Background: an optimization exercise with open tools, aiming at small area and a short achievable clock period. Do not read the settings as production practice. RTL that was checked went through simulation tests only; none was proved equivalent to the original. The RTL of run 1 was laid out without a check of its function.

==> flow/design.v (outline; a module is shown in full before it is edited, if it fits) <==
// module iq_comp: 605 lines
// module iq_a21o: 3 lines
// module iq_a21oi: 3 lines
// module iq_a22o: 3 lines
// module iq_a22oi: 3 lines
// module iq_and2: 3 lines
// module iq_fa: 3 lines
// module iq_ha: 3 lines
// module iq_inv: 3 lines
// module iq_mux2i: 3 lines
// module iq_mux2x2: 3 lines
// module iq_nand2: 3 lines
// module iq_nor2: 3 lines
// module iq_nor3: 3 lines
// module iq_o21ai: 3 lines
// module iq_or2: 3 lines
// module iq_xnor2: 3 lines
// module iq_xor2: 3 lines
// module iq_xor3: 3 lines
// module iq_benc: 9 lines
// module iq_bencn: 9 lines
// module iq_add13: 3 lines
module iq_comp (
	input clk, RESETn,
	input freeze_iqcomp,
	input [1:0] op_mode,
	input [3:0] Ix, Qx,
	input signed [12:0] Wr_in, Wj_in,
	output reg signed [3:0] Iy, Qy,
	output wire settled,
	output reg signed [12:0] Wr, Wj
);
  // ...
==> flow/flow/run.sh <==
#!/bin/bash
# Layout flow: the standard flow, with two changes:
#  - synthesis maps the RTL's leaf modules to the cells given in
#    flow/cells_map.v (via ORFS's SYNTH_CANONICALIZE_TCL hook);
#  - port buffers are buf_1 cells.
set -euo pipefail
here=$(pwd)
export SYNTH_CANONICALIZE_TCL="$here/flow/canon.tcl"
export BUFFER_PORTS_ARGS="-buffer_cell sky130_fd_sc_hd__buf_1"
bash standard.sh > "$here/standard.log" 2>&1
==> flow/flow/canon.tcl <==
# Sourced by ORFS's synthesis canonicalize step (SYNTH_CANONICALIZE_TCL):
# replaces the leaf modules of the RTL by their cell-level views in
# cells_map.v (same functions, as sky130 cells).
set here [file dirname [file normalize [info script]]]
set f [open [file join $here leaf_modules.txt] r]
set leaves [string trim [read $f]]
close $f
foreach m $leaves {
  delete =$m
}
read_verilog [file join $here cells_map.v]
hierarchy -check -top $::env(DESIGN_NAME)
==> flow/flow/cells_map.v <==
// Generated by gen/gen15.py: cell-level views of the leaf modules of rtl/iq_comp.v

module iq_a21o (input a, b, c, output y);
sky130_fd_sc_hd__a21o_1 g (.A1(a), .A2(b), .B1(c), .X(y));
endmodule

module iq_a21oi (input a, b, c, output y);
sky130_fd_sc_hd__a21oi_1 g (.A1(a), .A2(b), .B1(c), .Y(y));
endmodule

module iq_a22o (input a, b, c, d, output y);
sky130_fd_sc_hd__a22o_1 g (.A1(a), .A2(b), .B1(c), .B2(d), .X(y));
endmodule

module iq_a22oi (input a, b, c, d, output y);
sky130_fd_sc_hd__a22oi_1 g (.A1(a), .A2(b), .B1(c), .B2(d), .Y(y));
endmodule

module iq_and2 (input a, b, output y);
sky130_fd_sc_hd__and2_1 g (.A(a), .B(b), .X(y));
endmodule

module iq_fa (input a, b, c, output s, co);
sky130_fd_sc_hd__fa_1 g (.A(a), .B(b), .CIN(c), .SUM(s), .COUT(co));
endmodule

module iq_ha (input a, b, output s, co);
sky130_fd_sc_hd__ha_1 g (.A(a), .B(b), .SUM(s), .COUT(co));
endmodule

module iq_inv (input a, output y);
sky130_fd_sc_hd__inv_1 g (.A(a), .Y(y));
endmodule

module iq_mux2i (input a0, a1, s, output y);
sky130_fd_sc_hd__mux2i_1 g (.A0(a0), .A1(a1), .S(s), .Y(y));
endmodule

module iq_mux2x2 (input a0, a1, s, output y);
sky130_fd_sc_hd__mux2_2 g (.A0(a0), .A1(a1), .S(s), .X(y));
endmodule

module iq_nand2 (input a, b, output y);
sky130_fd_sc_hd__nand2_1 g (.A(a), .B(b), .Y(y));
endmodule

module iq_nor2 (input a, b, output y);
sky130_fd_sc_hd__nor2_1 g (.A(a), .B(b), .Y(y));
endmodule

module iq_nor3 (input a, b, c, output y);
sky130_fd_sc_hd__nor3_1 g (.A(a), .B(b), .C(c), .Y(y));
endmodule

module iq_o21ai (input a, b, c, output y);
sky130_fd_sc_hd__o21ai_0 g (.A1(a), .A2(b), .B1(c), .Y(y));
endmodule

module iq_or2 (input a, b, output y);
sky130_fd_sc_hd__or2_1 g (.A(a), .B(b), .X(y));
endmodule

module iq_xnor2 (input a, b, output y);
sky130_fd_sc_hd__xnor2_1 g (.A(a), .B(b), .Y(y));
endmodule

module iq_xor2 (input a, b, output y);
sky130_fd_sc_hd__xor2_1 g (.A(a), .B(b), .X(y));
endmodule

module iq_xor3 (input a, b, c, output y);
sky130_fd_sc_hd__xor3_1 g (.A(a), .B(b), .C(c), .X(y));
endmodule

module iq_benc (input [3:0] I, output [5:0] e);
wire nI0, nI1, e1n, f;
sky130_fd_sc_hd__inv_1 g0 (.A(I[0]), .Y(nI0));
sky130_fd_sc_hd__inv_4 g1 (.A(nI0), .Y(e[0]));
sky130_fd_sc_hd__inv_1 g2 (.A(I[1]), .Y(nI1));
sky130_fd_sc_hd__and2b_4 g3 (.A_N(I[0]), .B(I[1]), .X(e[1]));
sky130_fd_sc_hd__inv_4 g4 (.A(nI1), .Y(e[2]));
sky130_fd_sc_hd__xnor2_1 g5 (.A(I[1]), .B(I[2]), .Y(e1n));
sky130_fd_sc_hd__inv_4 g6 (.A(e1n), .Y(e[3]));
sky130_fd_sc_hd__xor2_1 g7 (.A(I[3]), .B(I[2]), .X(f));
sky130_fd_sc_hd__nor2b_4 g8 (.A(f), .B_N(e1n), .Y(e[4]));
sky130_fd_sc_hd__inv_4 g9 (.A(I[3]), .Y(e[5]));
endmodule

module iq_bencn (input [3:0] I, output [5:0] e);
wire nI0, nI3, e1n, f;
sky130_fd_sc_hd__inv_1 g0 (.A(I[0]), .Y(nI0));
sky130_fd_sc_hd__inv_4 g1 (.A(nI0), .Y(e[0]));
sky130_fd_sc_hd__and2b_4 g3 (.A_N(I[0]), .B(I[1]), .X(e[1]));
sky130_fd_sc_hd__inv_4 g4 (.A(I[1]), .Y(e[2]));
sky130_fd_sc_hd__xnor2_1 g5 (.A(I[1]), .B(I[2]), .Y(e1n));
sky130_fd_sc_hd__inv_4 g6 (.A(e1n), .Y(e[3]));
sky130_fd_sc_hd__xor2_1 g7 (.A(I[3]), .B(I[2]), .X(f));
sky130_fd_sc_hd__nor2b_4 g8 (.A(f), .B_N(e1n), .Y(e[4]));
sky130_fd_sc_hd__inv_1 g9 (.A(I[3]), .Y(nI3));
sky130_fd_sc_hd__inv_4 g10 (.A(nI3), .Y(e[5]));
endmodule



module iq_add13(A, B, s);
  input [12:0] A;
  wire [12:0] A;
  input [12:0] B;
  wire [12:0] B;
  output [12:0] s;
  wire [12:0] s;
  wire _00_;
  wire _01_;
  wire _02_;
  wire _03_;
  wire _04_;
  wire _05_;
  wire _06_;
  wire _07_;
  wire _08_;
  wire _09_;
  wire _10_;
  wire _11_;
  wire _12_;
  wire _13_;
  wire _14_;
  wire _15_;
  wire _16_;
  wire _17_;
  wire _18_;
  wire _19_;
  wire _20_;
  wire _21_;
  wire _22_;
  wire _23_;
  wire _24_;
  wire _25_;
  wire _26_;
  wire _27_;
  wire _28_;
  wire _29_;
  wire _30_;
  wire _31_;
  wire _32_;
  wire _33_;
  wire _34_;
  wire _35_;
  wire _36_;
  wire _37_;
  wire _38_;
  sky130_fd_sc_hd__nand2_1 _39_ (
    .A(A[0]),
    .B(B[0]),
    .Y(_00_)
  );
  sky130_fd_sc_hd__xor2_1 _40_ (
    .A(A[0]),
    .B(B[0]),
    .X(s[0])
  );
  sky130_fd_sc_hd__nor2_1 _41_ (
    .A(A[11]),
    .B(B[11]),
    .Y(_01_)
  );
  sky130_fd_sc_hd__nand2_1 _42_ (
    .A(A[11]),
    .B(B[11]),
    .Y(_02_)
  );
  sky130_fd_sc_hd__and2_0 _43_ (
    .A(A[10]),
    .B(B[10]),
    .X(_03_)
  );
  sky130_fd_sc_hd__nor2_1 _44_ (
    .A(A[10]),
    .B(B[10]),
    .Y(_04_)
  );
  sky130_fd_sc_hd__nor2_1 _45_ (
    .A(_03_),
    .B(_04_),
    .Y(_05_)
  );
  sky130_fd_sc_hd__nand2_1 _46_ (
    .A(A[9]),
    .B(B[9]),
    .Y(_06_)
  );
  sky130_fd_sc_hd__or2_0 _47_ (
    .A(A[9]),
    .B(B[9]),
    .X(_07_)
  );
  sky130_fd_sc_hd__nand2_1 _48_ (
    .A(A[8]),
    .B(B[8]),
    .Y(_08_)
  );
  sky130_fd_sc_hd__xnor2_1 _49_ (
    .A(A[8]),
    .B(B[8]),
    .Y(_09_)
  );
  sky130_fd_sc_hd__and2_0 _50_ (
    .A(A[7]),
    .B(B[7]),
    .X(_10_)
  );
  sky130_fd_sc_hd__nor2_1 _51_ (
    .A(A[7]),
    .B(B[7]),
    .Y(_11_)
  );
  sky130_fd_sc_hd__and2_0 _52_ (
    .A(A[6]),
    .B(B[6]),
    .X(_12_)
  );
  sky130_fd_sc_hd__nor2_1 _53_ (
    .A(A[6]),
    .B(B[6]),
    .Y(_13_)
  );
  sky130_fd_sc_hd__nor2_1 _54_ (
    .A(_12_),
    .B(_13_),
    .Y(_14_)
  );
  sky130_fd_sc_hd__nand2_1 _55_ (
    .A(A[1]),
    .B(B[1]),
    .Y(_15_)
  );
  sky130_fd_sc_hd__nor2_1 _56_ (
    .A(A[1]),
    .B(B[1]),
    .Y(_16_)
  );
  sky130_fd_sc_hd__xor2_1 _57_ (
    .A(A[1]),
    .B(B[1]),
    .X(_17_)
  );
  sky130_fd_sc_hd__o21ai_0 _58_ (
    .A1(_00_),
    .A2(_16_),
    .B1(_15_),
    .Y(_18_)
  );
  sky130_fd_sc_hd__xnor2_1 _59_ (
    .A(A[2]),
    .B(B[2]),
    .Y(_19_)
  );
  sky130_fd_sc_hd__maj3_1 _60_ (
    .A(A[2]),
    .B(B[2]),
    .C(_18_),
    .X(_20_)
  );
  sky130_fd_sc_hd__xnor2_1 _61_ (
    .A(A[3]),
    .B(B[3]),
    .Y(_21_)
  );
  sky130_fd_sc_hd__maj3_1 _62_ (
    .A(A[3]),
    .B(B[3]),
    .C(_20_),
    .X(_22_)
  );
  sky130_fd_sc_hd__xnor2_1 _63_ (
    .A(A[4]),
    .B(B[4]),
    .Y(_23_)
  );
  sky130_fd_sc_hd__maj3_1 _64_ (
    .A(A[4]),
    .B(B[4]),
    .C(_22_),
    .X(_24_)
  );
  sky130_fd_sc_hd__xnor2_1 _65_ (
    .A(A[5]),
    .B(B[5]),
    .Y(_25_)
  );
  sky130_fd_sc_hd__maj3_1 _66_ (
    .A(A[5]),
    .B(B[5]),
    .C(_24_),
    .X(_26_)
  );
  sky130_fd_sc_hd__a21o_1 _67_ (
    .A1(_14_),
    .A2(_26_),
    .B1(_12_),
    .X(_27_)
  );
  sky130_fd_sc_hd__a211oi_1 _68_ (
    .A1(_14_),
    .A2(_26_),
    .B1(_10_),
    .C1(_12_),
    .Y(_28_)
  );
  sky130_fd_sc_hd__nor2_1 _69_ (
    .A(_11_),
    .B(_28_),
    .Y(_29_)
  );
  sky130_fd_sc_hd__o31ai_1 _70_ (
    .A1(_09_),
    .A2(_11_),
    .A3(_28_),
    .B1(_08_),
    .Y(_30_)
  );
  sky130_fd_sc_hd__o311ai_0 _71_ (
    .A1(_09_),
    .A2(_11_),
    .A3(_28_),
    .B1(_08_),
    .C1(_06_),
    .Y(_31_)
  );
  sky130_fd_sc_hd__nand2_1 _72_ (
    .A(_07_),
    .B(_31_),
    .Y(_32_)
  );
  sky130_fd_sc_hd__a31oi_1 _73_ (
    .A1(_05_),
    .A2(_07_),
    .A3(_31_),
    .B1(_03_),
    .Y(_33_)
  );
  sky130_fd_sc_hd__o21ai_0 _74_ (
    .A1(_01_),
    .A2(_33_),
    .B1(_02_),
    .Y(_34_)
  );
  sky130_fd_sc_hd__xnor2_1 _75_ (
    .A(A[12]),
    .B(B[12]),
    .Y(_35_)
  );
  sky130_fd_sc_hd__xnor2_1 _76_ (
    .A(_34_),
    .B(_35_),
    .Y(s[12])
  );
  sky130_fd_sc_hd__nor2b_1 _77_ (
    .A(_01_),
    .B_N(_02_),
    .Y(_36_)
  );
  sky130_fd_sc_hd__xnor2_1 _78_ (
    .A(_33_),
    .B(_36_),
    .Y(s[11])
  );
  sky130_fd_sc_hd__xnor2_1 _79_ (
    .A(_05_),
    .B(_32_),
    .Y(s[10])
  );
  sky130_fd_sc_hd__nand2_1 _80_ (
    .A(_06_),
    .B(_07_),
    .Y(_37_)
  );
  sky130_fd_sc_hd__xnor2_1 _81_ (
    .A(_30_),
    .B(_37_),
    .Y(s[9])
  );
  sky130_fd_sc_hd__xnor2_1 _82_ (
    .A(_09_),
    .B(_29_),
    .Y(s[8])
  );
  sky130_fd_sc_hd__or2_0 _83_ (
    .A(_10_),
    .B(_11_),
    .X(_38_)
  );
  sky130_fd_sc_hd__xnor2_1 _84_ (
    .A(_27_),
    .B(_38_),
    .Y(s[7])
  );
  sky130_fd_sc_hd__xor2_1 _85_ (
    .A(_14_),
    .B(_26_),
    .X(s[6])
  );
  sky130_fd_sc_hd__xnor2_1 _86_ (
    .A(_24_),
    .B(_25_),
    .Y(s[5])
  );
  sky130_fd_sc_hd__xnor2_1 _87_ (
    .A(_22_),
    .B(_23_),
    .Y(s[4])
  );
  sky130_fd_sc_hd__xnor2_1 _88_ (
    .A(_20_),
    .B(_21_),
    .Y(s[3])
  );
  sky130_fd_sc_hd__xnor2_1 _89_ (
    .A(_18_),
    .B(_19_),
    .Y(s[2])
  );
  sky130_fd_sc_hd__xnor2_1 _90_ (
    .A(_00_),
    .B(_17_),
    .Y(s[1])
  );
endmodule
==> flow/flow/leaf_modules.txt <==
iq_a21o iq_a21oi iq_a22o iq_a22oi iq_and2 iq_fa iq_ha iq_inv iq_mux2i iq_mux2x2 iq_nand2 iq_nor2 iq_nor3 iq_o21ai iq_or2 iq_xnor2 iq_xor2 iq_xor3 iq_benc iq_bencn iq_add13
==> flow/standard.sh <==
#!/bin/bash
# synth_recipe.tcl (not shown) runs the flow's synth.tcl, then flattens the netlist and writes it again
# the make line also repeats each setting of config.mk as NAME=value (left out here)
make -C /OpenROAD-flow-scripts/flow DESIGN_CONFIG=/design/flow/config.mk WORK_HOME=/design/flow/orfs CLKGATE_MAP_FILE= SYNTH_SCRIPT=/design/flow/synth_recipe.tcl "${@:-finish}"
==> flow/config.mk <==
export PLATFORM = sky130hd
export DESIGN_NAME = iq_comp
export DESIGN_NICKNAME = iq_comp
export VERILOG_FILES = /design/flow/design.v
export SDC_FILE = /design/flow/constraint.sdc
export NUM_CORES = 4
export LEC_CHECK = 0
export CAP_MARGIN = 20
export CORE_MARGIN = 2
export CORE_UTILIZATION = 40
export CTS_BUF_LIST = sky130_fd_sc_hd__clkbuf_8
export SETUP_SLACK_MARGIN = 2.5
export SLEW_MARGIN = 20
export SYNTH_HIERARCHICAL = 1
export SYNTH_MINIMUM_KEEP_SIZE = 0
==> flow/constraint.sdc <==
create_clock -name core_clock -period 8.0 [get_ports {clk}]
set_input_delay 1.6000 -clock core_clock [delete_from_list [all_inputs] [get_ports {clk}]]
set_output_delay 1.6000 -clock core_clock [all_outputs]
set_load 0.01 [all_outputs]
==> summary.txt, run 1 <==
Timing
  • Final hold vios: 0
  • Final setup TNS: 0 ns
  • Clock skew: 0.00673 ns

Floorplanning
  • Chip Width: 136 microns
  • Die area: 18400 sq um

Final layout
  • Seq/total area: 8.58%
  • Commonest non-fill, non-tap cell in the layout: xnor2_1

Logic synthesis
  • Post-Syn Instances: 770
  • Synth cell count leaders: xnor2_1, a22oi_1, nand2_1, fa_1, nor2_1
  • Yosys cell types: 36
  • Top-area cell type share of the netlist area: 18.7%
  • Sequential-to-total area share from yosys stat: 9.80%
  • Adder-cell share of the synthesized area: 25.1%
  • Synth top area cells: fa_1, xnor2_1, dfxtp_1, a22oi_1, ha_1
  • Synth Flop Type: dfxtp_1

Critical path
  • Max Fanout on Critical Path: 9
  • Crit path cell chain: buf_2 > clkbuf_16 > buf_4 > mux2_4 > a22oi_1 > xnor2_1 > fa_1 > fa_1 > nor2_1 > o21ai_0 > a21oi_1 > o21ai_0 > a21o_1 > a21o_1 > xor2_1 > a21o_1 > mux2i_1
  • Crit path buf inv count: 3
  • CP arrival: 5.55 ns
  • Critical R2R Capture: Wr[12]
  • CP delay by family, top: compound AO/OA/AOI/OAI gates
  • Worst EP required: 8.23 ns
  • Worst setup EP type: flip-flop

Routing
  • Remaining routing DRC violations: 0
  • Post-Route M1 WL: 9.22 mm
  • Iter 0 DRT Violations: 435
  • 1st-pass router iterations: 6

Clock tree
  • H-tree Lvls: 2
  • Post-cts sizing count: 1
  • # clock sinks: 34
  • Clk slew on worst S/H paths: 0.08 ns

Run status
  • Outcome: complete, no violations

GRT
  • Met1 usage: 31.1%
  • Number of global-route vias before repair: 5784
  • M2 GR Usage: 33.9%
  • Initial antenna violation count: 0

Placed design
  • RePlAce Congestion: 0.832
  • Area after DPL: 7510 sq um

Hold path
  • Hold Path Class: reg -> reg
==> inputs of run 2 (changes only) <==
--- a/flow/design.v
+++ b/flow/design.v
@@ -350,225 +350,227 @@
 wire n362; iq_and2 u_n362 (.a(ta253), .b(ta254), .y(n362));
 wire n363; iq_a21o u_n363 (.a(n361), .b(n360), .c(n362), .y(n363));
-wire n364; iq_nor2 u_n364 (.a(ta257), .b(ta258), .y(n364));
-wire n365; iq_nand2 u_n365 (.a(ta255), .b(ta256), .y(n365));
-wire n366; iq_nand2 u_n366 (.a(ta257), .b(ta258), .y(n366));
-wire n367; iq_o21ai u_n367 (.a(n364), .b(n365), .c(n366), .y(n367));
-wire n368; iq_nor2 u_n368 (.a(ta255), .b(ta256), .y(n368));
-wire n369; iq_nor2 u_n369 (.a(n364), .b(n368), .y(n369));
-wire n370; iq_or2 u_n370 (.a(ta259), .b(ta260), .y(n370));
-wire n371; iq_and2 u_n371 (.a(ta259), .b(ta260), .y(n371));
-wire n372; iq_a21o u_n372 (.a(n370), .b(n367), .c(n371), .y(n372));
-wire n373; iq_or2 u_n373 (.a(ta259), .b(ta260), .y(n373));
-wire n374; iq_and2 u_n374 (.a(n373), .b(n369), .y(n374));
-wire n375; iq_a21o u_n375 (.a(n374), .b(n363), .c(n372), .y(n375));
-wire n376; iq_xor2 u_n376 (.a(n263), .b(ta261), .y(n376));
-wire n377; iq_xnor2 u_n377 (.a(xi[3]), .b(n376), .y(n377));
-wire n378; iq_xor2 u_n378 (.a(n377), .b(n375), .y(n378));
-wire n379; iq_xor3 u_n379 (.a(ta255), .b(ta256), .c(xi[0]), .y(n379));
-wire n380; iq_mux2i u_n380 (.a0(n365), .a1(n368), .s(xi[0]), .y(n380));
-wire n381; iq_xor3 u_n381 (.a(ta257), .b(ta258), .c(xi[1]), .y(n381));
-wire n382; iq_mux2i u_n382 (.a0(n366), .a1(n364), .s(xi[1]), .y(n382));
-wire n383; iq_xor3 u_n383 (.a(ta259), .b(ta260), .c(xi[2]), .y(n383));
-wire n384; iq_nand2 u_n384 (.a(ta259), .b(ta260), .y(n384));
-wire n385; iq_nor2 u_n385 (.a(ta259), .b(ta260), .y(n385));
-wire n386; iq_mux2i u_n386 (.a0(n384), .a1(n385), .s(xi[2]), .y(n386));
-wire n387; iq_xor2 u_n387 (.a(xi[3]), .b(n376), .y(n387));
-wire n388; iq_xor2 u_n388 (.a(n381), .b(n380), .y(n388));
-wire n389; iq_xor2 u_n389 (.a(n383), .b(n382), .y(n389));
-wire n390; iq_xor2 u_n390 (.a(n387), .b(n386), .y(n390));
-wire n391; iq_nand2 u_n391 (.a(n381), .b(n380), .y(n391));
-wire n392; iq_nor2 u_n392 (.a(n381), .b(n380), .y(n392));
-wire n393; iq_nand2 u_n393 (.a(n383), .b(n382), .y(n393));
-wire n394; iq_nor2 u_n394 (.a(n383), .b(n382), .y(n394));
-wire n395; iq_inv u_n395 (.a(n379), .y(n395));
-wire n396; iq_inv u_n396 (.a(n391), .y(n396));
-wire n397; iq_nor2 u_n397 (.a(n392), .b(n395), .y(n397));
-wire n398; iq_o21ai u_n398 (.a(n394), .b(n391), .c(n393), .y(n398));
-wire n399; iq_nor3 u_n399 (.a(n394), .b(n392), .c(n395), .y(n399));
-wire n400; iq_xnor2 u_n400 (.a(n379), .b(n363), .y(n400));
-wire n401; iq_and2 u_n401 (.a(n379), .b(n363), .y(n401));
-wire n402; iq_xnor2 u_n402 (.a(n388), .b(n401), .y(n402));
-wire n403; iq_a21o u_n403 (.a(n397), .b(n363), .c(n396), .y(n403));
-wire n404; iq_xnor2 u_n404 (.a(n389), .b(n403), .y(n404));
-wire n405; iq_a21o u_n405 (.a(n399), .b(n363), .c(n398), .y(n405));
-wire n406; iq_xor2 u_n406 (.a(n390), .b(xi[3]), .y(n406));
-wire n407; iq_xor2 u_n407 (.a(n406), .b(n405), .y(n407));
-wire n408; iq_xnor2 u_n408 (.a(n390), .b(n405), .y(n408));
-wire n409; iq_a21o u_n409 (.a(n378), .b(n407), .c(nselR), .y(n409));
-iq_mux2i u_Iy_d_0 (.a0(n400), .a1(Iy_d_ns[0]), .s(n409), .y(Iy_d[0]));
-iq_mux2i u_Iy_d_1 (.a0(n402), .a1(Iy_d_ns[1]), .s(n409), .y(Iy_d[1]));
-iq_mux2i u_Iy_d_2 (.a0(n404), .a1(Iy_d_ns[2]), .s(n409), .y(Iy_d[2]));
-iq_mux2i u_Iy_d_3 (.a0(n408), .a1(Iy_d_ns[3]), .s(n409), .y(Iy_d[3]));
-wire n410; iq_nand2 u_n410 (.a(n80), .b(tb309), .y(n410));
-wire n411; iq_nand2 u_n411 (.a(tb310), .b(tb311), .y(n411));
-wire n412; iq_nand2 u_n412 (.a(tb312), .b(tb313), .y(n412));
-wire n413; iq_nand2 u_n413 (.a(tb314), .b(tb315), .y(n413));
-wire n414; iq_nand2 u_n414 (.a(tb316), .b(tb317), .y(n414));
-wire n415; iq_nand2 u_n415 (.a(tb318), .b(tb319), .y(n415));
-wire n416; iq_nand2 u_n416 (.a(tb320), .b(tb321), .y(n416));
-wire n417; iq_nand2 u_n417 (.a(tb322), .b(tb323), .y(n417));
-wire n418; iq_nor2 u_n418 (.a(tb310), .b(tb311), .y(n418));
-wire n419; iq_nor2 u_n419 (.a(tb312), .b(tb313), .y(n419));
-wire n420; iq_nor2 u_n420 (.a(tb314), .b(tb315), .y(n420));
-wire n421; iq_nor2 u_n421 (.a(tb316), .b(tb317), .y(n421));
-wire n422; iq_nor2 u_n422 (.a(tb318), .b(tb319), .y(n422));
-wire n423; iq_nor2 u_n423 (.a(tb320), .b(tb321), .y(n423));
-wire n424; iq_nor2 u_n424 (.a(tb322), .b(tb323), .y(n424));
-wire n425; iq_o21ai u_n425 (.a(n418), .b(n410), .c(n411), .y(n425));
-wire n426; iq_o21ai u_n426 (.a(n420), .b(n412), .c(n413), .y(n426));
-wire n427; iq_o21ai u_n427 (.a(n422), .b(n414), .c(n415), .y(n427));
-wire n428; iq_o21ai u_n428 (.a(n424), .b(n416), .c(n417), .y(n428));
-wire n429; iq_nor2 u_n429 (.a(n420), .b(n419), .y(n429));
-wire n430; iq_nor2 u_n430 (.a(n422), .b(n421), .y(n430));
-wire n431; iq_nor2 u_n431 (.a(n424), .b(n423), .y(n431));
-wire n432; iq_a21oi u_n432 (.a(n429), .b(n425), .c(n426), .y(n432));
-wire n433; iq_a21oi u_n433 (.a(n431), .b(n427), .c(n428), .y(n433));
-wire n434; iq_nand2 u_n434 (.a(n431), .b(n430), .y(n434));
-wire n435; iq_o21ai u_n435 (.a(n434), .b(n432), .c(n433), .y(n435));
-wire n436; iq_or2 u_n436 (.a(tb324), .b(tb325), .y(n436));
-wire n437; iq_and2 u_n437 (.a(tb324), .b(tb325), .y(n437));
-wire n438; iq_a21o u_n438 (.a(n436), .b(n435), .c(n437), .y(n438));
-wire n439; iq_nor2 u_n439 (.a(tb328), .b(tb329), .y(n439));
-wire n440; iq_nand2 u_n440 (.a(tb326), .b(tb327), .y(n440));
-wire n441; iq_nand2 u_n441 (.a(tb328), .b(tb329), .y(n441));
-wire n442; iq_o21ai u_n442 (.a(n439), .b(n440), .c(n441), .y(n442));
-wire n443; iq_nor2 u_n443 (.a(tb326), .b(tb327), .y(n443));
-wire n444; iq_nor2 u_n444 (.a(n439), .b(n443), .y(n444));
-wire n445; iq_or2 u_n445 (.a(tb330), .b(tb331), .y(n445));
-wire n446; iq_and2 u_n446 (.a(tb330), .b(tb331), .y(n446));
-wire n447; iq_a21o u_n447 (.a(n445), .b(n442), .c(n446), .y(n447));
-wire n448; iq_or2 u_n448 (.a(tb330), .b(tb331), .y(n448));
-wire n449; iq_and2 u_n449 (.a(n448), .b(n444), .y(n449));
-wire n450; iq_a21o u_n450 (.a(n449), .b(n438), .c(n447), .y(n450));
-wire n451; iq_xor2 u_n451 (.a(n334), .b(tb332), .y(n451));
-wire n452; iq_xnor2 u_n452 (.a(xq[3]), .b(n451), .y(n452));
-wire n453; iq_xor2 u_n453 (.a(n452), .b(n450), .y(n453));
-wire n454; iq_xor3 u_n454 (.a(tb326), .b(tb327), .c(xq[0]), .y(n454));
-wire n455; iq_mux2i u_n455 (.a0(n440), .a1(n443), .s(xq[0]), .y(n455));
-wire n456; iq_xor3 u_n456 (.a(tb328), .b(tb329), .c(xq[1]), .y(n456));
-wire n457; iq_mux2i u_n457 (.a0(n441), .a1(n439), .s(xq[1]), .y(n457));
-wire n458; iq_xor3 u_n458 (.a(tb330), .b(tb331), .c(xq[2]), .y(n458));
-wire n459; iq_nand2 u_n459 (.a(tb330), .b(tb331), .y(n459));
-wire n460; iq_nor2 u_n460 (.a(tb330), .b(tb331), .y(n460));
-wire n461; iq_mux2i u_n461 (.a0(n459), .a1(n460), .s(xq[2]), .y(n461));
-wire n462; iq_xor2 u_n462 (.a(xq[3]), .b(n451), .y(n462));
-wire n463; iq_xor2 u_n463 (.a(n456), .b(n455), .y(n463));
-wire n464; iq_xor2 u_n464 (.a(n458), .b(n457), .y(n464));
-wire n465; iq_xor2 u_n465 (.a(n462), .b(n461), .y(n465));
-wire n466; iq_nand2 u_n466 (.a(n456), .b(n455), .y(n466));
-wire n467; iq_nor2 u_n467 (.a(n456), .b(n455), .y(n467));
-wire n468; iq_nand2 u_n468 (.a(n458), .b(n457), .y(n468));
-wire n469; iq_nor2 u_n469 (.a(n458), .b(n457), .y(n469));
-wire n470; iq_inv u_n470 (.a(n454), .y(n470));
-wire n471; iq_inv u_n471 (.a(n466), .y(n471));
-wire n472; iq_nor2 u_n472 (.a(n467), .b(n470), .y(n472));
-wire n473; iq_o21ai u_n473 (.a(n469), .b(n466), .c(n468), .y(n473));
-wire n474; iq_nor3 u_n474 (.a(n469), .b(n467), .c(n470), .y(n474));
-wire n475; iq_xnor2 u_n475 (.a(n454), .b(n438), .y(n475));
-wire n476; iq_and2 u_n476 (.a(n454), .b(n438), .y(n476));
-wire n477; iq_xnor2 u_n477 (.a(n463), .b(n476), .y(n477));
-wire n478; iq_a21o u_n478 (.a(n472), .b(n438), .c(n471), .y(n478));
-wire n479; iq_xnor2 u_n479 (.a(n464), .b(n478), .y(n479));
-wire n480; iq_a21o u_n480 (.a(n474), .b(n438), .c(n473), .y(n480));
-wire n481; iq_xor2 u_n481 (.a(n465), .b(xq[3]), .y(n481));
-wire n482; iq_xor2 u_n482 (.a(n481), .b(n480), .y(n482));
-wire n483; iq_xnor2 u_n483 (.a(n465), .b(n480), .y(n483));
-wire n484; iq_a21o u_n484 (.a(n453), .b(n482), .c(nselR), .y(n484));
-iq_mux2i u_Qy_d_0 (.a0(n475), .a1(Qy_d_ns[0]), .s(n484), .y(Qy_d[0]));
-iq_mux2i u_Qy_d_1 (.a0(n477), .a1(Qy_d_ns[1]), .s(n484), .y(Qy_d[1]));
-iq_mux2i u_Qy_d_2 (.a0(n479), .a1(Qy_d_ns[2]), .s(n484), .y(Qy_d[2]));
-iq_mux2i u_Qy_d_3 (.a0(n483), .a1(Qy_d_ns[3]), .s(n484), .y(Qy_d[3]));
+wire n364; iq_nor2 u_n364 (.a(ta259), .b(ta260), .y(n364));
+wire n365; iq_nor2 u_n365 (.a(ta257), .b(ta258), .y(n365));
+wire n366; iq_nor2 u_n366 (.a(n364), .b(n365), .y(n366));
+wire n367; iq_nand2 u_n367 (.a(ta255), .b(ta256), .y(n367));
+wire n368; iq_inv u_n368 (.a(n367), .y(n368));
+wire n369; iq_nand2 u_n369 (.a(ta257), .b(ta258), .y(n369));
+wire n370; iq_nand2 u_n370 (.a(ta259), .b(ta260), .y(n370));
+wire n371; iq_o21ai u_n371 (.a(n364), .b(n369), .c(n370), .y(n371));
+wire n372; iq_a21oi u_n372 (.a(n366), .b(n368), .c(n371), .y(n372));
+wire n373; iq_nor2 u_n373 (.a(ta255), .b(ta256), .y(n373));
+wire n374; iq_inv u_n374 (.a(n373), .y(n374));
+wire n375; iq_nand2 u_n375 (.a(n366), .b(n374), .y(n375));
+wire n376; iq_inv u_n376 (.a(n372), .y(n376));
+wire n377; iq_inv u_n377 (.a(n375), .y(n377));
+wire n378; iq_a21o u_n378 (.a(n377), .b(n363), .c(n376), .y(n378));
+wire n379; iq_xor2 u_n379 (.a(n263), .b(ta261), .y(n379));
+wire n380; iq_xnor2 u_n380 (.a(xi[3]), .b(n379), .y(n380));
+wire n381; iq_xor2 u_n381 (.a(n380), .b(n378), .y(n381));
+wire n382; iq_xor3 u_n382 (.a(ta255), .b(ta256), .c(xi[0]), .y(n382));
+wire n383; iq_maj3 u_n383 (.a(ta255), .b(ta256), .c(xi[0]), .y(n383));
+wire n384; iq_xor3 u_n384 (.a(ta257), .b(ta258), .c(xi[1]), .y(n384));
+wire n385; iq_maj3 u_n385 (.a(ta257), .b(ta258), .c(xi[1]), .y(n385));
+wire n386; iq_xor3 u_n386 (.a(ta259), .b(ta260), .c(xi[2]), .y(n386));
+wire n387; iq_maj3 u_n387 (.a(ta259), .b(ta260), .c(xi[2]), .y(n387));
+wire n388; iq_xor2 u_n388 (.a(xi[3]), .b(n379), .y(n388));
+wire n389; iq_xor2 u_n389 (.a(n384), .b(n383), .y(n389));
+wire n390; iq_xor2 u_n390 (.a(n386), .b(n385), .y(n390));
+wire n391; iq_xor2 u_n391 (.a(n388), .b(n387), .y(n391));
+wire n392; iq_nand2 u_n392 (.a(n384), .b(n383), .y(n392));
+wire n393; iq_nor2 u_n393 (.a(n384), .b(n383), .y(n393));
+wire n394; iq_nand2 u_n394 (.a(n386), .b(n385), .y(n394));
+wire n395; iq_nor2 u_n395 (.a(n386), .b(n385), .y(n395));
+wire n396; iq_inv u_n396 (.a(n382), .y(n396));
+wire n397; iq_inv u_n397 (.a(n392), .y(n397));
+wire n398; iq_nor2 u_n398 (.a(n393), .b(n396), .y(n398));
+wire n399; iq_o21ai u_n399 (.a(n395), .b(n392), .c(n394), .y(n399));
+wire n400; iq_nor3 u_n400 (.a(n395), .b(n393), .c(n396), .y(n400));
+wire n401; iq_xnor2 u_n401 (.a(n382), .b(n363), .y(n401));
+wire n402; iq_and2 u_n402 (.a(n382), .b(n363), .y(n402));
+wire n403; iq_xnor2 u_n403 (.a(n389), .b(n402), .y(n403));
+wire n404; iq_a21o u_n404 (.a(n398), .b(n363), .c(n397), .y(n404));
+wire n405; iq_xnor2 u_n405 (.a(n390), .b(n404), .y(n405));
+wire n406; iq_a21o u_n406 (.a(n400), .b(n363), .c(n399), .y(n406));
+wire n407; iq_xor2 u_n407 (.a(n391), .b(xi[3]), .y(n407));
+wire n408; iq_xor2 u_n408 (.a(n407), .b(n406), .y(n408));
+wire n409; iq_xnor2 u_n409 (.a(n391), .b(n406), .y(n409));
+wire n410; iq_a21o u_n410 (.a(n381), .b(n408), .c(nselR), .y(n410));
+iq_mux2i u_Iy_d_0 (.a0(n401), .a1(Iy_d_ns[0]), .s(n410), .y(Iy_d[0]));
+iq_mux2i u_Iy_d_1 (.a0(n403), .a1(Iy_d_ns[1]), .s(n410), .y(Iy_d[1]));
+iq_mux2i u_Iy_d_2 (.a0(n405), .a1(Iy_d_ns[2]), .s(n410), .y(Iy_d[2]));
+iq_mux2i u_Iy_d_3 (.a0(n409), .a1(Iy_d_ns[3]), .s(n410), .y(Iy_d[3]));
+wire n411; iq_nand2 u_n411 (.a(n80), .b(tb309), .y(n411));
+wire n412; iq_nand2 u_n412 (.a(tb310), .b(tb311), .y(n412));
+wire n413; iq_nand2 u_n413 (.a(tb312), .b(tb313), .y(n413));
+wire n414; iq_nand2 u_n414 (.a(tb314), .b(tb315), .y(n414));
+wire n415; iq_nand2 u_n415 (.a(tb316), .b(tb317), .y(n415));
+wire n416; iq_nand2 u_n416 (.a(tb318), .b(tb319), .y(n416));
+wire n417; iq_nand2 u_n417 (.a(tb320), .b(tb321), .y(n417));
+wire n418; iq_nand2 u_n418 (.a(tb322), .b(tb323), .y(n418));
+wire n419; iq_nor2 u_n419 (.a(tb310), .b(tb311), .y(n419));
+wire n420; iq_nor2 u_n420 (.a(tb312), .b(tb313), .y(n420));
+wire n421; iq_nor2 u_n421 (.a(tb314), .b(tb315), .y(n421));
+wire n422; iq_nor2 u_n422 (.a(tb316), .b(tb317), .y(n422));
+wire n423; iq_nor2 u_n423 (.a(tb318), .b(tb319), .y(n423));
+wire n424; iq_nor2 u_n424 (.a(tb320), .b(tb321), .y(n424));
+wire n425; iq_nor2 u_n425 (.a(tb322), .b(tb323), .y(n425));
+wire n426; iq_o21ai u_n426 (.a(n419), .b(n411), .c(n412), .y(n426));
+wire n427; iq_o21ai u_n427 (.a(n421), .b(n413), .c(n414), .y(n427));
+wire n428; iq_o21ai u_n428 (.a(n423), .b(n415), .c(n416), .y(n428));
+wire n429; iq_o21ai u_n429 (.a(n425), .b(n417), .c(n418), .y(n429));
+wire n430; iq_nor2 u_n430 (.a(n421), .b(n420), .y(n430));
+wire n431; iq_nor2 u_n431 (.a(n423), .b(n422), .y(n431));
+wire n432; iq_nor2 u_n432 (.a(n425), .b(n424), .y(n432));
+wire n433; iq_a21oi u_n433 (.a(n430), .b(n426), .c(n427), .y(n433));
+wire n434; iq_a21oi u_n434 (.a(n432), .b(n428), .c(n429), .y(n434));
+wire n435; iq_nand2 u_n435 (.a(n432), .b(n431), .y(n435));
+wire n436; iq_o21ai u_n436 (.a(n435), .b(n433), .c(n434), .y(n436));
+wire n437; iq_or2 u_n437 (.a(tb324), .b(tb325), .y(n437));
+wire n438; iq_and2 u_n438 (.a(tb324), .b(tb325), .y(n438));
+wire n439; iq_a21o u_n439 (.a(n437), .b(n436), .c(n438), .y(n439));
+wire n440; iq_nor2 u_n440 (.a(tb330), .b(tb331), .y(n440));
+wire n441; iq_nor2 u_n441 (.a(tb328), .b(tb329), .y(n441));
+wire n442; iq_nor2 u_n442 (.a(n440), .b(n441), .y(n442));
+wire n443; iq_nand2 u_n443 (.a(tb326), .b(tb327), .y(n443));
+wire n444; iq_inv u_n444 (.a(n443), .y(n444));
+wire n445; iq_nand2 u_n445 (.a(tb328), .b(tb329), .y(n445));
+wire n446; iq_nand2 u_n446 (.a(tb330), .b(tb331), .y(n446));
+wire n447; iq_o21ai u_n447 (.a(n440), .b(n445), .c(n446), .y(n447));
+wire n448; iq_a21oi u_n448 (.a(n442), .b(n444), .c(n447), .y(n448));
+wire n449; iq_nor2 u_n449 (.a(tb326), .b(tb327), .y(n449));
+wire n450; iq_inv u_n450 (.a(n449), .y(n450));
+wire n451; iq_nand2 u_n451 (.a(n442), .b(n450), .y(n451));
+wire n452; iq_inv u_n452 (.a(n448), .y(n452));
+wire n453; iq_inv u_n453 (.a(n451), .y(n453));
+wire n454; iq_a21o u_n454 (.a(n453), .b(n439), .c(n452), .y(n454));
+wire n455; iq_xor2 u_n455 (.a(n334), .b(tb332), .y(n455));
+wire n456; iq_xnor2 u_n456 (.a(xq[3]), .b(n455), .y(n456));
+wire n457; iq_xor2 u_n457 (.a(n456), .b(n454), .y(n457));
+wire n458; iq_xor3 u_n458 (.a(tb326), .b(tb327), .c(xq[0]), .y(n458));
+wire n459; iq_maj3 u_n459 (.a(tb326), .b(tb327), .c(xq[0]), .y(n459));
+wire n460; iq_xor3 u_n460 (.a(tb328), .b(tb329), .c(xq[1]), .y(n460));
+wire n461; iq_maj3 u_n461 (.a(tb328), .b(tb329), .c(xq[1]), .y(n461));
+wire n462; iq_xor3 u_n462 (.a(tb330), .b(tb331), .c(xq[2]), .y(n462));
+wire n463; iq_maj3 u_n463 (.a(tb330), .b(tb331), .c(xq[2]), .y(n463));
+wire n464; iq_xor2 u_n464 (.a(xq[3]), .b(n455), .y(n464));
+wire n465; iq_xor2 u_n465 (.a(n460), .b(n459), .y(n465));
+wire n466; iq_xor2 u_n466 (.a(n462), .b(n461), .y(n466));
+wire n467; iq_xor2 u_n467 (.a(n464), .b(n463), .y(n467));
+wire n468; iq_nand2 u_n468 (.a(n460), .b(n459), .y(n468));
+wire n469; iq_nor2 u_n469 (.a(n460), .b(n459), .y(n469));
+wire n470; iq_nand2 u_n470 (.a(n462), .b(n461), .y(n470));
+wire n471; iq_nor2 u_n471 (.a(n462), .b(n461), .y(n471));
+wire n472; iq_inv u_n472 (.a(n458), .y(n472));
+wire n473; iq_inv u_n473 (.a(n468), .y(n473));
+wire n474; iq_nor2 u_n474 (.a(n469), .b(n472), .y(n474));
+wire n475; iq_o21ai u_n475 (.a(n471), .b(n468), .c(n470), .y(n475));
+wire n476; iq_nor3 u_n476 (.a(n471), .b(n469), .c(n472), .y(n476));
+wire n477; iq_xnor2 u_n477 (.a(n458), .b(n439), .y(n477));
+wire n478; iq_and2 u_n478 (.a(n458), .b(n439), .y(n478));
+wire n479; iq_xnor2 u_n479 (.a(n465), .b(n478), .y(n479));
+wire n480; iq_a21o u_n480 (.a(n474), .b(n439), .c(n473), .y(n480));
+wire n481; iq_xnor2 u_n481 (.a(n466), .b(n480), .y(n481));
+wire n482; iq_a21o u_n482 (.a(n476), .b(n439), .c(n475), .y(n482));
+wire n483; iq_xor2 u_n483 (.a(n467), .b(xq[3]), .y(n483));
+wire n484; iq_xor2 u_n484 (.a(n483), .b(n482), .y(n484));
+wire n485; iq_xnor2 u_n485 (.a(n467), .b(n482), .y(n485));
+wire n486; iq_a21o u_n486 (.a(n457), .b(n484), .c(nselR), .y(n486));
+iq_mux2i u_Qy_d_0 (.a0(n477), .a1(Qy_d_ns[0]), .s(n486), .y(Qy_d[0]));
+iq_mux2i u_Qy_d_1 (.a0(n479), .a1(Qy_d_ns[1]), .s(n486), .y(Qy_d[1]));
+iq_mux2i u_Qy_d_2 (.a0(n481), .a1(Qy_d_ns[2]), .s(n486), .y(Qy_d[2]));
+iq_mux2i u_Qy_d_3 (.a0(n485), .a1(Qy_d_ns[3]), .s(n486), .y(Qy_d[3]));
 wire nbIy2 = ~Iy[2]; wire nbQy2 = ~Qy[2];
-wire n485; iq_and2 u_n485 (.a(Qy[0]), .b(Qy[1]), .y(n485));
-wire n486; iq_and2 u_n486 (.a(Qy[0]), .b(Qy[2]), .y(n486));
-wire n487; iq_and2 u_n487 (.a(Qy[1]), .b(Qy[2]), .y(n487));
-wire n488; iq_nand2 u_n488 (.a(Qy[0]), .b(Qy[3]), .y(n488));
-wire n489; iq_nand2 u_n489 (.a(Qy[1]), .b(Qy[3]), .y(n489));
-wire n490; iq_and2 u_n490 (.a(Qy[3]), .b(nbQy2), .y(n490));
-wire n491; iq_inv u_n491 (.a(Iy[0]), .y(n491));
-wire n492; iq_inv u_n492 (.a(Iy[1]), .y(n492));
-wire n493; iq_nand2 u_n493 (.a(Iy[0]), .b(Iy[1]), .y(n493));
-wire n494; iq_nand2 u_n494 (.a(Iy[0]), .b(Iy[2]), .y(n494));
-wire n495; iq_inv u_n495 (.a(Iy[2]), .y(n495));
-wire n496; iq_nand2 u_n496 (.a(Iy[1]), .b(Iy[2]), .y(n496));
-wire n497; iq_and2 u_n497 (.a(Iy[0]), .b(Iy[3]), .y(n497));
-wire n498; iq_and2 u_n498 (.a(Iy[1]), .b(Iy[3]), .y(n498));
-wire n499; iq_nand2 u_n499 (.a(Iy[3]), .b(nbIy2), .y(n499));
-wire n500; iq_xnor2 u_n500 (.a(Wr[4]), .b(Qy[2]), .y(n500));
-wire n501; iq_nor2 u_n501 (.a(Wr[4]), .b(Qy[2]), .y(n501));
-wire n502; iq_inv u_n502 (.a(n501), .y(n502));
-wire n503; iq_xnor2 u_n503 (.a(Wr[2]), .b(Qy[1]), .y(n503));
-wire n504; iq_nor2 u_n504 (.a(Wr[2]), .b(Qy[1]), .y(n504));
-wire n505; iq_inv u_n505 (.a(n504), .y(n505));
-wire n506; iq_inv u_n506 (.a(Wr[3]), .y(n506));
-wire tr507, tr508; iq_fa u_tr507 (.a(n487), .b(n488), .c(n495), .s(tr507), .co(tr508));
-wire tr509, tr510; iq_ha u_tr509 (.a(n496), .b(n497), .s(tr509), .co(tr510));
-wire tr511, tr512; iq_fa u_tr511 (.a(Wr[5]), .b(n489), .c(n498), .s(tr511), .co(tr512));
-wire n513; iq_inv u_n513 (.a(Wr[6]), .y(n513));
-wire n514; iq_inv u_n514 (.a(Wr[0]), .y(n514));
-wire tr515, tr516; iq_ha u_tr515 (.a(n485), .b(n492), .s(tr515), .co(tr516));
-wire tr517, tr518; iq_fa u_tr517 (.a(n506), .b(n486), .c(n494), .s(tr517), .co(tr518));
-wire tr519, tr520; iq_fa u_tr519 (.a(Wr[3]), .b(n500), .c(tr509), .s(tr519), .co(tr520));
-wire tr521, tr522; iq_fa u_tr521 (.a(n502), .b(tr510), .c(tr508), .s(tr521), .co(tr522));
-wire tr523, tr524; iq_fa u_tr523 (.a(n513), .b(n490), .c(n499), .s(tr523), .co(tr524));
-wire tr525, tr526; iq_ha u_tr525 (.a(n514), .b(Qy[0]), .s(tr525), .co(tr526));
-wire n527; iq_xnor2 u_n527 (.a(Wr[1]), .b(Wr[0]), .y(n527));
-wire n528; iq_nor2 u_n528 (.a(Wr[1]), .b(Wr[0]), .y(n528));
-wire n529; iq_inv u_n529 (.a(n528), .y(n529));
-wire tr530, tr531; iq_fa u_tr530 (.a(n493), .b(n503), .c(tr515), .s(tr530), .co(tr531));
-wire tr532, tr533; iq_fa u_tr532 (.a(n505), .b(tr516), .c(tr517), .s(tr532), .co(tr533));
-wire tr534, tr535; iq_fa u_tr534 (.a(tr518), .b(tr507), .c(tr519), .s(tr534), .co(tr535));
-wire tr536, tr537; iq_fa u_tr536 (.a(tr511), .b(tr520), .c(tr521), .s(tr536), .co(tr537));
-wire tr538, tr539; iq_fa u_tr538 (.a(tr512), .b(tr523), .c(tr522), .s(tr538), .co(tr539));
-wire tr540, tr541; iq_fa u_tr540 (.a(Wr[7]), .b(Wr[6]), .c(tr524), .s(tr540), .co(tr541));
-wire n542; iq_inv u_n542 (.a(Wr[8]), .y(n542));
-wire n543; iq_inv u_n543 (.a(Wr[9]), .y(n543));
-wire n544; iq_inv u_n544 (.a(Wr[10]), .y(n544));
-wire n545; iq_inv u_n545 (.a(Wr[11]), .y(n545));
-wire n546; iq_inv u_n546 (.a(Wr[12]), .y(n546));
-wire n547; iq_nand2 u_n547 (.a(Iy[0]), .b(Qy[0]), .y(n547));
-wire n548; iq_nand2 u_n548 (.a(Iy[0]), .b(Qy[1]), .y(n548));
-wire n549; iq_nand2 u_n549 (.a(Iy[0]), .b(Qy[2]), .y(n549));
-wire n550; iq_and2 u_n550 (.a(Iy[0]), .b(Qy[3]), .y(n550));
-wire n551; iq_nand2 u_n551 (.a(Iy[1]), .b(Qy[0]), .y(n551));
-wire n552; iq_nand2 u_n552 (.a(Iy[1]), .b(Qy[1]), .y(n552));
-wire n553; iq_nand2 u_n553 (.a(Iy[1]), .b(Qy[2]), .y(n553));
-wire n554; iq_and2 u_n554 (.a(Iy[1]), .b(Qy[3]), .y(n554));
-wire n555; iq_nand2 u_n555 (.a(Iy[2]), .b(Qy[0]), .y(n555));
-wire n556; iq_nand2 u_n556 (.a(Iy[2]), .b(Qy[1]), .y(n556));
-wire n557; iq_nand2 u_n557 (.a(Iy[2]), .b(Qy[2]), .y(n557));
-wire n558; iq_and2 u_n558 (.a(Iy[2]), .b(Qy[3]), .y(n558));
-wire n559; iq_and2 u_n559 (.a(Iy[3]), .b(Qy[0]), .y(n559));
-wire n560; iq_and2 u_n560 (.a(Iy[3]), .b(Qy[1]), .y(n560));
-wire n561; iq_and2 u_n561 (.a(Iy[3]), .b(Qy[2]), .y(n561));
-wire n562; iq_nand2 u_n562 (.a(Iy[3]), .b(Qy[3]), .y(n562));
-wire n563; iq_inv u_n563 (.a(Wj[3]), .y(n563));
-wire n564; iq_xnor2 u_n564 (.a(Wj[4]), .b(n550), .y(n564));
-wire n565; iq_nor2 u_n565 (.a(Wj[4]), .b(n550), .y(n565));
-wire n566; iq_inv u_n566 (.a(n565), .y(n566));
-wire tj567, tj568; iq_ha u_tj567 (.a(n553), .b(n556), .s(tj567), .co(tj568));
-wire tj569, tj570; iq_fa u_tj569 (.a(Wj[5]), .b(n554), .c(n557), .s(tj569), .co(tj570));
-wire n571; iq_inv u_n571 (.a(Wj[2]), .y(n571));
-wire tj572, tj573; iq_fa u_tj572 (.a(n563), .b(n549), .c(n552), .s(tj572), .co(tj573));
-wire tj574, tj575; iq_fa u_tj574 (.a(Wj[3]), .b(n559), .c(n564), .s(tj574), .co(tj575));
-wire tj576, tj577; iq_fa u_tj576 (.a(n560), .b(n566), .c(tj568), .s(tj576), .co(tj577));
-wire tj578, tj579; iq_fa u_tj578 (.a(Wj[6]), .b(n558), .c(n561), .s(tj578), .co(tj579));
-wire n580; iq_inv u_n580 (.a(Wj[1]), .y(n580));
-wire tj581, tj582; iq_fa u_tj581 (.a(n571), .b(n548), .c(n551), .s(tj581), .co(tj582));
-wire tj583, tj584; iq_fa u_tj583 (.a(Wj[2]), .b(n555), .c(tj572), .s(tj583), .co(tj584));
-wire tj585, tj586; iq_fa u_tj585 (.a(tj567), .b(tj573), .c(tj574), .s(tj585), .co(tj586));
+wire n487; iq_and2 u_n487 (.a(Qy[0]), .b(Qy[1]), .y(n487));
+wire n488; iq_and2 u_n488 (.a(Qy[0]), .b(Qy[2]), .y(n488));
+wire n489; iq_and2 u_n489 (.a(Qy[1]), .b(Qy[2]), .y(n489));
+wire n490; iq_nand2 u_n490 (.a(Qy[0]), .b(Qy[3]), .y(n490));
+wire n491; iq_nand2 u_n491 (.a(Qy[1]), .b(Qy[3]), .y(n491));
+wire n492; iq_and2 u_n492 (.a(Qy[3]), .b(nbQy2), .y(n492));
+wire n493; iq_inv u_n493 (.a(Iy[0]), .y(n493));
+wire n494; iq_inv u_n494 (.a(Iy[1]), .y(n494));
+wire n495; iq_nand2 u_n495 (.a(Iy[0]), .b(Iy[1]), .y(n495));
+wire n496; iq_nand2 u_n496 (.a(Iy[0]), .b(Iy[2]), .y(n496));
+wire n497; iq_inv u_n497 (.a(Iy[2]), .y(n497));
+wire n498; iq_nand2 u_n498 (.a(Iy[1]), .b(Iy[2]), .y(n498));
+wire n499; iq_and2 u_n499 (.a(Iy[0]), .b(Iy[3]), .y(n499));
+wire n500; iq_and2 u_n500 (.a(Iy[1]), .b(Iy[3]), .y(n500));
+wire n501; iq_nand2 u_n501 (.a(Iy[3]), .b(nbIy2), .y(n501));
+wire n502; iq_xnor2 u_n502 (.a(Wr[4]), .b(Qy[2]), .y(n502));
+wire n503; iq_nor2 u_n503 (.a(Wr[4]), .b(Qy[2]), .y(n503));
+wire n504; iq_inv u_n504 (.a(n503), .y(n504));
+wire n505; iq_xnor2 u_n505 (.a(Wr[2]), .b(Qy[1]), .y(n505));
+wire n506; iq_nor2 u_n506 (.a(Wr[2]), .b(Qy[1]), .y(n506));
+wire n507; iq_inv u_n507 (.a(n506), .y(n507));
+wire n508; iq_inv u_n508 (.a(Wr[3]), .y(n508));
+wire tr509, tr510; iq_fa u_tr509 (.a(n489), .b(n490), .c(n497), .s(tr509), .co(tr510));
+wire tr511, tr512; iq_ha u_tr511 (.a(n498), .b(n499), .s(tr511), .co(tr512));
+wire tr513, tr514; iq_fa u_tr513 (.a(Wr[5]), .b(n491), .c(n500), .s(tr513), .co(tr514));
+wire n515; iq_inv u_n515 (.a(Wr[6]), .y(n515));
+wire n516; iq_inv u_n516 (.a(Wr[0]), .y(n516));
+wire tr517, tr518; iq_ha u_tr517 (.a(n487), .b(n494), .s(tr517), .co(tr518));
+wire tr519, tr520; iq_fa u_tr519 (.a(n508), .b(n488), .c(n496), .s(tr519), .co(tr520));
+wire tr521, tr522; iq_fa u_tr521 (.a(Wr[3]), .b(n502), .c(tr511), .s(tr521), .co(tr522));
+wire tr523, tr524; iq_fa u_tr523 (.a(n504), .b(tr512), .c(tr510), .s(tr523), .co(tr524));
+wire tr525, tr526; iq_fa u_tr525 (.a(n515), .b(n492), .c(n501), .s(tr525), .co(tr526));
+wire tr527, tr528; iq_ha u_tr527 (.a(n516), .b(Qy[0]), .s(tr527), .co(tr528));
+wire n529; iq_xnor2 u_n529 (.a(Wr[1]), .b(Wr[0]), .y(n529));
+wire n530; iq_nor2 u_n530 (.a(Wr[1]), .b(Wr[0]), .y(n530));
+wire n531; iq_inv u_n531 (.a(n530), .y(n531));
+wire tr532, tr533; iq_fa u_tr532 (.a(n495), .b(n505), .c(tr517), .s(tr532), .co(tr533));
+wire tr534, tr535; iq_fa u_tr534 (.a(n507), .b(tr518), .c(tr519), .s(tr534), .co(tr535));
+wire tr536, tr537; iq_fa u_tr536 (.a(tr520), .b(tr509), .c(tr521), .s(tr536), .co(tr537));
+wire tr538, tr539; iq_fa u_tr538 (.a(tr513), .b(tr522), .c(tr523), .s(tr538), .co(tr539));
+wire tr540, tr541; iq_fa u_tr540 (.a(tr514), .b(tr525), .c(tr524), .s(tr540), .co(tr541));
+wire tr542, tr543; iq_fa u_tr542 (.a(Wr[7]), .b(Wr[6]), .c(tr526), .s(tr542), .co(tr543));
+wire n544; iq_inv u_n544 (.a(Wr[8]), .y(n544));
+wire n545; iq_inv u_n545 (.a(Wr[9]), .y(n545));
+wire n546; iq_inv u_n546 (.a(Wr[10]), .y(n546));
+wire n547; iq_inv u_n547 (.a(Wr[11]), .y(n547));
+wire n548; iq_inv u_n548 (.a(Wr[12]), .y(n548));
+wire n549; iq_nand2 u_n549 (.a(Iy[0]), .b(Qy[0]), .y(n549));
+wire n550; iq_nand2 u_n550 (.a(Iy[0]), .b(Qy[1]), .y(n550));
+wire n551; iq_nand2 u_n551 (.a(Iy[0]), .b(Qy[2]), .y(n551));
+wire n552; iq_and2 u_n552 (.a(Iy[0]), .b(Qy[3]), .y(n552));
+wire n553; iq_nand2 u_n553 (.a(Iy[1]), .b(Qy[0]), .y(n553));
+wire n554; iq_nand2 u_n554 (.a(Iy[1]), .b(Qy[1]), .y(n554));
+wire n555; iq_nand2 u_n555 (.a(Iy[1]), .b(Qy[2]), .y(n555));
+wire n556; iq_and2 u_n556 (.a(Iy[1]), .b(Qy[3]), .y(n556));
+wire n557; iq_nand2 u_n557 (.a(Iy[2]), .b(Qy[0]), .y(n557));
+wire n558; iq_nand2 u_n558 (.a(Iy[2]), .b(Qy[1]), .y(n558));
+wire n559; iq_nand2 u_n559 (.a(Iy[2]), .b(Qy[2]), .y(n559));
+wire n560; iq_and2 u_n560 (.a(Iy[2]), .b(Qy[3]), .y(n560));
+wire n561; iq_and2 u_n561 (.a(Iy[3]), .b(Qy[0]), .y(n561));
+wire n562; iq_and2 u_n562 (.a(Iy[3]), .b(Qy[1]), .y(n562));
+wire n563; iq_and2 u_n563 (.a(Iy[3]), .b(Qy[2]), .y(n563));
+wire n564; iq_nand2 u_n564 (.a(Iy[3]), .b(Qy[3]), .y(n564));
+wire n565; iq_inv u_n565 (.a(Wj[3]), .y(n565));
+wire n566; iq_xnor2 u_n566 (.a(Wj[4]), .b(n552), .y(n566));
+wire n567; iq_nor2 u_n567 (.a(Wj[4]), .b(n552), .y(n567));
+wire n568; iq_inv u_n568 (.a(n567), .y(n568));
+wire tj569, tj570; iq_ha u_tj569 (.a(n555), .b(n558), .s(tj569), .co(tj570));
+wire tj571, tj572; iq_fa u_tj571 (.a(Wj[5]), .b(n556), .c(n559), .s(tj571), .co(tj572));
+wire n573; iq_inv u_n573 (.a(Wj[2]), .y(n573));
+wire tj574, tj575; iq_fa u_tj574 (.a(n565), .b(n551), .c(n554), .s(tj574), .co(tj575));
+wire tj576, tj577; iq_fa u_tj576 (.a(Wj[3]), .b(n561), .c(n566), .s(tj576), .co(tj577));
+wire tj578, tj579; iq_fa u_tj578 (.a(n562), .b(n568), .c(tj570), .s(tj578), .co(tj579));
+wire tj580, tj581; iq_fa u_tj580 (.a(Wj[6]), .b(n560), .c(n563), .s(tj580), .co(tj581));
+wire n582; iq_inv u_n582 (.a(Wj[1]), .y(n582));
+wire tj583, tj584; iq_fa u_tj583 (.a(n573), .b(n550), .c(n553), .s(tj583), .co(tj584));
+wire tj585, tj586; iq_fa u_tj585 (.a(Wj[2]), .b(n557), .c(tj574), .s(tj585), .co(tj586));
 wire tj587, tj588; iq_fa u_tj587 (.a(tj569), .b(tj575), .c(tj576), .s(tj587), .co(tj588));
-wire tj589, tj590; iq_fa u_tj589 (.a(tj570), .b(tj578), .c(tj577), .s(tj589), .co(tj590));
-wire tj591, tj592; iq_fa u_tj591 (.a(Wj[7]), .b(n562), .c(tj579), .s(tj591), .co(tj592));
-wire n593; iq_inv u_n593 (.a(Wj[8]), .y(n593));
-wire n594; iq_inv u_n594 (.a(Wj[9]), .y(n594));
-wire n595; iq_inv u_n595 (.a(Wj[10]), .y(n595));
-wire n596; iq_inv u_n596 (.a(Wj[11]), .y(n596));
-wire n597; iq_inv u_n597 (.a(Wj[12]), .y(n597));
+wire tj589, tj590; iq_fa u_tj589 (.a(tj571), .b(tj577), .c(tj578), .s(tj589), .co(tj590));
+wire tj591, tj592; iq_fa u_tj591 (.a(tj572), .b(tj580), .c(tj579), .s(tj591), .co(tj592));
+wire tj593, tj594; iq_fa u_tj593 (.a(Wj[7]), .b(n564), .c(tj581), .s(tj593), .co(tj594));
+wire n595; iq_inv u_n595 (.a(Wj[8]), .y(n595));
+wire n596; iq_inv u_n596 (.a(Wj[9]), .y(n596));
+wire n597; iq_inv u_n597 (.a(Wj[10]), .y(n597));
+wire n598; iq_inv u_n598 (.a(Wj[11]), .y(n598));
+wire n599; iq_inv u_n599 (.a(Wj[12]), .y(n599));
 wire [12:0] Wr_d, Wj_d;
 wire kn = keep & ~upd;
 wire [12:0] Sr, Sj;
-iq_add13 u_add_r (.A({Wr[11], Wr[10], Wr[9], Wr[8], n542, tr540, tr538, tr535, tr533, tr531, n529, n527, n491}), .B({n546, n545, n544, n543, tr541, tr539, tr537, tr536, tr534, tr532, tr530, tr526, tr525}), .s(Sr));
-iq_add13 u_add_j (.A({Wj[11], Wj[10], Wj[9], Wj[8], n593, tj591, tj589, tj586, tj584, tj582, Wj[1], n580, Wj[0]}), .B({n597, n596, n595, n594, tj592, tj590, tj588, tj587, tj585, tj583, tj581, n547, 1'b0}), .s(Sj));
+iq_add13 u_add_r (.A({Wr[11], Wr[10], Wr[9], Wr[8], n544, tr542, tr540, tr537, tr535, tr533, n531, n529, n493}), .B({n548, n547, n546, n545, tr543, tr541, tr539, tr538, tr536, tr534, tr532, tr528, tr527}), .s(Sr));
+iq_add13 u_add_j (.A({Wj[11], Wj[10], Wj[9], Wj[8], n595, tj593, tj591, tj588, tj586, tj584, Wj[1], n582, Wj[0]}), .B({n599, n598, n597, n596, tj594, tj592, tj590, tj589, tj587, tj585, tj583, n549, 1'b0}), .s(Sj));
 iq_a22o u_Wr_d_0 (.a(upd), .b(Sr[0]), .c(kn), .d(ur[0]), .y(Wr_d[0]));
 iq_a22o u_Wj_d_0 (.a(upd), .b(Sj[0]), .c(kn), .d(uj[0]), .y(Wj_d[0]));
@@ -628,4 +630,7 @@
 assign y = ~a;
 endmodule
+module iq_maj3 (input a, b, c, output y);
+assign y = (a & b) | (a & c) | (b & c);
+endmodule
 module iq_mux2i (input a0, a1, s, output y);
 assign y = ~(s ? a1 : a0);
--- a/flow/flow/cells_map.v
+++ b/flow/flow/cells_map.v
@@ -1,3 +1,3 @@
-// Generated by gen/gen15.py: cell-level views of the leaf modules of rtl/iq_comp.v
+// Generated by gen/gen17.py: cell-level views of the leaf modules of rtl/iq_comp.v
 
 module iq_a21o (input a, b, c, output y);
@@ -33,4 +33,8 @@
 endmodule
 
+module iq_maj3 (input a, b, c, output y);
+sky130_fd_sc_hd__maj3_1 g (.A(a), .B(b), .C(c), .X(y));
+endmodule
+
 module iq_mux2i (input a0, a1, s, output y);
 sky130_fd_sc_hd__mux2i_1 g (.A0(a0), .A1(a1), .S(s), .Y(y));
==> flow/flow/leaf_modules.txt (replaced) <==
iq_a21o iq_a21oi iq_a22o iq_a22oi iq_and2 iq_fa iq_ha iq_inv iq_maj3 iq_mux2i iq_mux2x2 iq_nand2 iq_nor2 iq_nor3 iq_o21ai iq_or2 iq_xnor2 iq_xor2 iq_xor3 iq_benc iq_bencn iq_add13
==> run 2 against run 1 <==
Compared with the run above: wire length is 1.8% lower; critical endpoint is now Qy[1]; largest cell class unchanged; highest routed layer unchanged; maximum frequency is 1.1% higher; synthesized cell count is 0.26% higher; global-route usage is 0.54 points lower; design area is 1.8% lower.
==> summary.txt, run 2 <==
Logic synthesis
  • Synth top area cells: fa_1, xnor2_1, dfxtp_1, a22oi_1, ha_1
  • Synth Flop Type: dfxtp_1
  • Top-area cell type share of the netlist area: 18.8% (+0.047 points)
  • Synth Cell Area: 6930 sq um
  • Post-Syn Instances: 772 (+0.26%)
  • Yosys cell types: 36 (unchanged)
  • Synthesis warning total: 7
  • Yosys top cell by area: fa_1
  • Syn avg cell area: 8.97 sq um
  • EDFF count, synth: 0
  • Sequential-to-total area share from yosys stat: 9.82% (+0.025 points)
  • Seq cells post-synth: 34
  • Synth cell count leaders: xnor2_1, a22oi_1, nand2_1, fa_1, nor2_1
  • Most common cell in the netlist: xnor2_1

Placed design
  • Area after DPL: 7510 sq um (about the same)
  • RePlAce Congestion: 0.872 (+4.8%)
  • IO Port Bufs: 73
  • Post-Place Setup Slack: 1.57 ns

Critical path
  • Max Fanout on Critical Path: 17 (+8)
  • Crit path kind: in -> reg
  • Critical R2R Capture: Wr[12]
  • CP arrival: 5.49 ns (-0.06 ns)
  • Worst EP required: 8.23 ns (about the same)
  • Crit path capture: Qy[1]
  • Reg2reg setup slack: 3.16 ns
  • Worst-case reg-to-reg path depth: 13
  • FF-to-FF Start: Qy[0]
  • Startpoint Class: primary input
  • Crit. Startpoint: op_mode[0]
  • Worst setup EP type: flip-flop

Routing
  • Average wire per cell in the routed design: 17.4 microns
  • Routed Antenna Nets: 0
  • Iter 0 DRT Violations: 332 (-24%)
  • 1st-pass router iterations: 5 (-1)
  • Vias per cell: 5.42
  • Remaining routing DRC violations: 0 (unchanged)
  • Routed via count: 5924
  • Drt total wl: 19.0 mm

Timing
  • Worst slew pin tran: 0.590 ns
  • Final worst hold slack: 0.729 ns
  • Setup slack after layout: 2.74 ns
  • Final setup TNS: 0 ns (unchanged)
  • Period minus WS final: 5.26 ns
  • Final max-slew violation count: 0
  • Max Freq: 190 MHz
  • Clock skew: 0.00970 ns (+0.00297 ns)
  • Final hold vios: 0 (unchanged)

Clock tree
  • Root Driver: clkbuf_8
  • Clk slew on worst S/H paths: 0.07 ns (about the same)
  • H-tree Lvls: 2 (unchanged)
  • Clock latency (worst-skew pair): 0.31 ns
  • # clock sinks: 34 (unchanged)

GRT
  • Pin count of the biggest net entering global routing: 27
  • Number of global-route vias before repair: 5574 (-3.6%)
  • GR Overflow Total: 0
  • Initial antenna violation count: 0 (unchanged)

Final layout
  • Multi-input logic area: 6070 sq um
  • Sequential Area: 681 sq um
  • Area Growth Syn to Fin: 12.5%
  • Commonest non-fill, non-tap cell in the layout: xnor2_1
  • Top Registers: Wj: 13 flops, Wr: 13 flops
  • Share of cells above drive strength 1: 10.5%

Floorplanning
  • Die area: 18400 sq um (-0.24%)
  • Starting Density: 40.5%
  • Chip Width: 136 microns (-0.12%)
  • Die Span Y: 136 microns

Run status
  • Outcome: complete, no violations

Run
  • Max-cap violation count: 0

Hold path
  • Hold Path Class: reg -> reg
run 2: cell types whose count changed after synthesis, sizes merged:
cell,previous run,this run
inv,57,65
maj3,8,14
mux2i,14,8
and2,32,28
or2,10,6
a21o,14,12
a21oi,5,7
nand2,68,70
run 2: kinds of logic (layout without fill, tap and decap cells):
family,count (synthesis),count (layout),synth area share [%]
simple gates,174,176,11.9
buf+inv,66,158,4.21
xor+xnor,190,190,25.3
compound gates,165,165,17.3
fa+ha+maj,108,108,26.0
mux,34,34,5.38
flops,34,34,9.82
other cells,1,2,0.0541
run 2: timing repair:
action                                  4_1_cts  5_1_grt
endpoints found under the setup margin        8        8
cloned                                        0        2
pin swaps                                     1        6
setup buffers                                 0        8
resized for setup                             6       31
run 2: worst min-delay path by stage:
stage | start | to | slack, ns | cells after the start
finish | Wj[12] | Wj[12] | 0.73 | 2
global route | Wj[12] | Wj[12] | 0.75 | 2
CTS | Wj[12] | Wj[12] | 0.72 | 2
detailed placement | Wj[12] | Wj[12] | 0.70 | 2
global placement | Wj[12] | Wj[12] | 0.71 | 2
floorplan | Wj[12] | Wj[12] | 0.69 | 2
run 2: layout make-up:
class / count / area share, %
clock buffer: 6 / 1.06
clock inverter: 2 / 0.112
inverter: 65 / 3.64
multi-input combinational: 675 / 77.9
sequential: 34 / 8.73
tap: 225 / 3.61
timing repair buffer: 85 / 4.95
run 2: per-stage QoR:
| stage | std cells |
|---|---|
| 5_1_grt | 1092 |
| 6_report | 1092 |
| 4_1_cts | 1082 |
| 3_5_place_dp | 1074 |
| 2_1_floorplan | 773 |
| 3_3_place_gp | 1074 |
run 2: worst max-delay path, cell delays in order:
cell	delay, ns
buf_8	0.16
buf_6	0.18
mux2_4	0.38
a22oi_1	0.28
xnor2_1	0.12
ha_1	0.31
fa_1	0.39
fa_1	0.63
xor3_1	0.39
nor2_1	0.16
nor3_1	0.07
a21o_1	0.20
xor2_1	0.14
a21o_1	0.24
mux2i_1	0.23
run 2: metal layers:
metal / GRT usage (%) / wire [microns] / up-vias
met5: 0 / 0 / -
met4: 5.79 / 337 / 0
li1: - / - / 2832
met1: 29.4 / 8960 / 2899
met3: 2.39 / 985 / 18
met2: 32.6 / 8760 / 175
run 2: Yosys stat by module, one instance, submodules excluded, excerpt:
module | flops+latches | area, sq um | times used
iq_a22oi | 0 | 7.51 | 88
iq_benc | 0 | 73.8 | 3
iq_comp | 34 | 838 | 1
iq_inv | 0 | 3.75 | 35
iq_nor2 | 0 | 3.75 | 38
iq_xnor2 | 0 | 8.76 | 110
iq_xor3 | 0 | 23.8 | 6

-- port drivers added, routing unchanged --
In the flow no input, the clock included, has a driving cell. The finished layouts below were timed again as built, in two steps.
Step 1, drivers: a clkbuf_16 drives clk and a buf_2 each remaining input, both assumed.
Step 2, shift: input delay + t, output delay - t, t = (earliest + latest rising clock arrival at the registers) / 2. This alone moves slack from input paths to output paths.
a / b / c = ideal ports / drivers / drivers and shift; a / b = the first two.
run	t (ns)	setup WS [ns]
run 1	0.334	2.679 / 2.693 / 2.359
run 2	0.337	2.738 / 2.708 / 2.371
After both steps every run listed still meets setup and hold.
